This is an optimization exercise on Yosys and OpenROAD, whose aim is small area, not a production implementation. Only simulation tests tie the RTL to the original design; equivalence was not proved. Power figures rest on the tool's default switching activity, not on a simulated workload.

==> flow/design.v <==
module main
  #(
    parameter gate_width = 10,
    parameter MMa_width = 5
   )
   (
    input  logic clk, start_read, reset, ADC_SDAT,
    output logic iv_hold, iv_reset,
    output logic [gate_width:0] gate,
    output logic [MMa_width - 1:0] M, Ma,
    output logic ADC_SCLK, ADC_CS_N, ADC_SADDR, Tx_out,
    output logic [7:0] LED
   );
  localparam [5:0] S_IDLE = 6'd25;
  logic       busy;
  logic [5:0] seg;
  logic [5:0] cnt;
  logic [3:0] gi;
  logic [2:0] mi, mai;
  logic [7:0] data;
  wire last  = gi[3] & gi[1];           
  wire pre   = ~seg[5] & seg[4] & seg[2] & seg[1] & ~seg[0];
  wire post2 = ~seg[5] & seg[4] & ~seg[3] & ~seg[2] & seg[0];
  wire idle  = ~seg[5] & seg[4] & seg[3] & ~seg[2] & ~seg[1] & seg[0];
  wire endl  = ~seg[5] & seg[4] & seg[3] & ~seg[2] & ~seg[1] & ~seg[0];
  wire adc   = (seg[4] & seg[3] & seg[2] & seg[1] & seg[0]) | seg[5];
  wire held  = (~seg[4] & ~seg[3] & ~seg[2] & ~seg[1]) | (seg[4] & seg[3] & seg[2] & seg[1]) | seg[5];
  wire ones  = (~seg[5] & seg[4] & seg[3] & ~seg[2] & ~seg[1]) | (~seg[5] & seg[4] & seg[3] & ~seg[2] & ~seg[0]) | (~seg[5] & seg[4] & ~seg[3] & seg[2]);
  wire zeros = (~seg[5] & seg[4] & ~seg[2] & seg[1] & seg[0]) | (~seg[5] & seg[4] & seg[2] & ~seg[1]);
  wire [5:0] k;
  assign k[5] = (~seg[5] & ~seg[4] & seg[3]) | (~seg[5] & ~seg[3] & seg[2] & seg[1] & seg[0]) | (~seg[5] & seg[4] & ~seg[1] & ~seg[0]) | (~seg[5] & seg[3] & seg[2] & ~seg[1]);
  assign k[4] = (seg[2] & seg[1] & seg[0]) | (~seg[4] & seg[3]) | (seg[4] & ~seg[3]) | seg[5] | (seg[4] & ~seg[1] & ~seg[0]) | (seg[3] & seg[1] & seg[0]);
  assign k[3] = 1'b0 | pre & ~last;
  assign k[2] = (~seg[5] & ~seg[4] & seg[2] & seg[1] & seg[0]) | (~seg[5] & ~seg[4] & seg[3]) | pre & ~last;
  assign k[1] = ~seg[5] & ~seg[4] & seg[3];
  assign k[0] = (~seg[5] & seg[3] & ~seg[2] & ~seg[1] & ~seg[0]) | (~seg[5] & seg[4] & ~seg[3] & seg[0]) | (~seg[5] & seg[4] & seg[3] & ~seg[1]) | pre;
  wire term = &(cnt | ~k);
  wire [5:0] inc = seg + {5'd0, term};
  wire [5:0] seg_next = {inc[5:4], inc[3] & ~(pre & last & term) | post2 & term, inc[2] | post2 & term, inc[1:0]};
  always_ff @(posedge clk or negedge reset)
    if (!reset) begin
      busy <= 1'b0;
      seg  <= S_IDLE;
      mi   <= 3'd0;
      mai  <= 3'd0;
    end else begin
      busy <= (busy | ~start_read) & ~(endl & term);
      seg  <= seg_next;
      mai  <= mai ^ {adv & (mai[2] | mai[1] & mai[0]), adv & mai[0], adv & ~mai[2]};
      mi   <= mi ^ {advm & (mi[2] | mi[1] & mi[0]), advm & mi[0], advm & ~mi[2]};
    end
  wire adv  = post2 & term;
  wire advm = adv & mai[2];
  wire advg = advm & mi[2];
  always_ff @(posedge clk) begin
    cnt <= (term | idle & ~busy) ? 6'd0 : cnt + 6'd1;
    gi  <= idle ? 4'd0 : gi + {3'd0, advg};
    if (((seg[5] & ~seg[4] & ~seg[0]) | (seg[5] & ~seg[3] & ~seg[0])) & term)
      data <= {data[6:0], ADC_SDAT};
  end
  wire loop = ~ones & ~zeros;
  genvar j;
  for (j = 0; j <= 10; j++) begin : g_gate
    assign gate[j] = ones | loop & (gi == j);
  end
  for (j = 0; j <= 4; j++) begin : g_m
    assign M[j]  = ones | loop & (mi == j);
    assign Ma[j] = ones | loop & (mai == j);
  end
  assign iv_hold   = ~held;
  assign iv_reset  = (~seg[4] & ~seg[3] & ~seg[2] & ~seg[1]) | seg[5] | (seg[4] & ~seg[2] & seg[1]) | (seg[4] & seg[3] & seg[2]);
  assign ADC_CS_N  = ~adc;
  assign ADC_SCLK  = ~seg[5] | seg[0];
  assign ADC_SADDR = 1'b0;
  assign Tx_out    = ~(~seg[5] & ~seg[4] & ~seg[3] & seg[2]) & (~(~seg[5] & ~seg[4] & seg[3]) | data[seg[2:0]]);
  assign LED       = {6'b000000, ~Tx_out, busy};
endmodule
export LEC_CHECK = 0
export CAP_MARGIN = 20
export CORE_MARGIN = 2
export CORE_UTILIZATION = 40
export SLEW_MARGIN = 20
create_clock -name core_clock -period 20.0 [get_ports {clk}]
standard.sh (not shown) runs the stock make flow with config.mk's settings and CLKGATE_MAP_FILE= SYNTH_SCRIPT=/design/flow/synth_recipe.tcl, a recipe that flattens the netlist after the stock synthesis.
==> flow/flow/run.sh <==
#!/bin/bash
# Layout flow: the standard flow with smaller port buffers, a single
# clock buffer level and power recovery (downsizing) after global routing.
bash standard.sh \
  BUFFER_PORTS_ARGS="-buffer_cell sky130_fd_sc_hd__buf_1" \
  RECOVER_POWER=100 \
  CTS_ARGS="-sink_clustering_enable -repair_clock_nets -sink_clustering_size 50 -sink_clustering_max_diameter 500 -dont_use_dummy_load" \
  finish > standard.log 2>&1
The baseline went through all stages and came out clean.
Rerun with:
==> flow/run.sh (new file) <==
#!/bin/bash
# synth_recipe.tcl (not shown) runs the flow's synth.tcl, then flattens the netlist and writes it again
# the make line also repeats each setting of config.mk as NAME=value (left out here)
make -C /OpenROAD-flow-scripts/flow DESIGN_CONFIG=/design/flow/config.mk WORK_HOME=/design/flow/orfs CLKGATE_MAP_FILE= SYNTH_SCRIPT=/design/flow/synth_recipe.tcl finish
removed: flow/flow/run.sh
removed: flow/standard.sh
=> The new run completed with no timing, DRC or antenna violations. Via count is higher by 2.3%. Cell area is higher by 13%. Worst hold slack barely changes. Routed wire length is higher by 5.4%. Synthesized cell count is unchanged. Count of clock-buffer cells in the layout is unchanged. Sequential cell count stays the same. Synthesized area does not change. Cell count is higher by 1.0%.
Rerun with:
--- a/flow/config.mk
+++ b/flow/config.mk
@@ -10,0 +11,2 @@
+export CTS_CLUSTER_DIAMETER = 500
+export CTS_CLUSTER_SIZE = 50
After rerunning:
- critical path depth is unchanged
- worst hold slack does not change
- power does not change
- worst setup slack does not change
- core utilization does not change
- synthesized cell count stays the same
- die area is unchanged
- combinational power is about the same
- maximum frequency does not change

==> what the ideal ports hide <==
The results above use ideal ports. As a check the final layouts listed here were re-extracted and re-timed, cells and wires unchanged. Step 1, drivers: a clkbuf_16 drives clk and a buf_2 each remaining input, both assumed. Step 2 moves the port delays by t, midway between the first and last clock arrival at a register: inputs arrive t later, outputs are due t later. That takes back most of the time a late clock gives input paths. a / b / c = no drivers / after step 1 / after step 2; a / b = the first two.
run	t (ns)	setup slack, ns	worst setup path at the end
the first run	0.297	13.517 / 13.490 / 13.788	register to output
the second run	0.307	13.211 / 13.185 / 13.492	register to output
the third run	0.307	13.211 / 13.185 / 13.492	register to output
After both steps setup and hold are still met in every run listed.
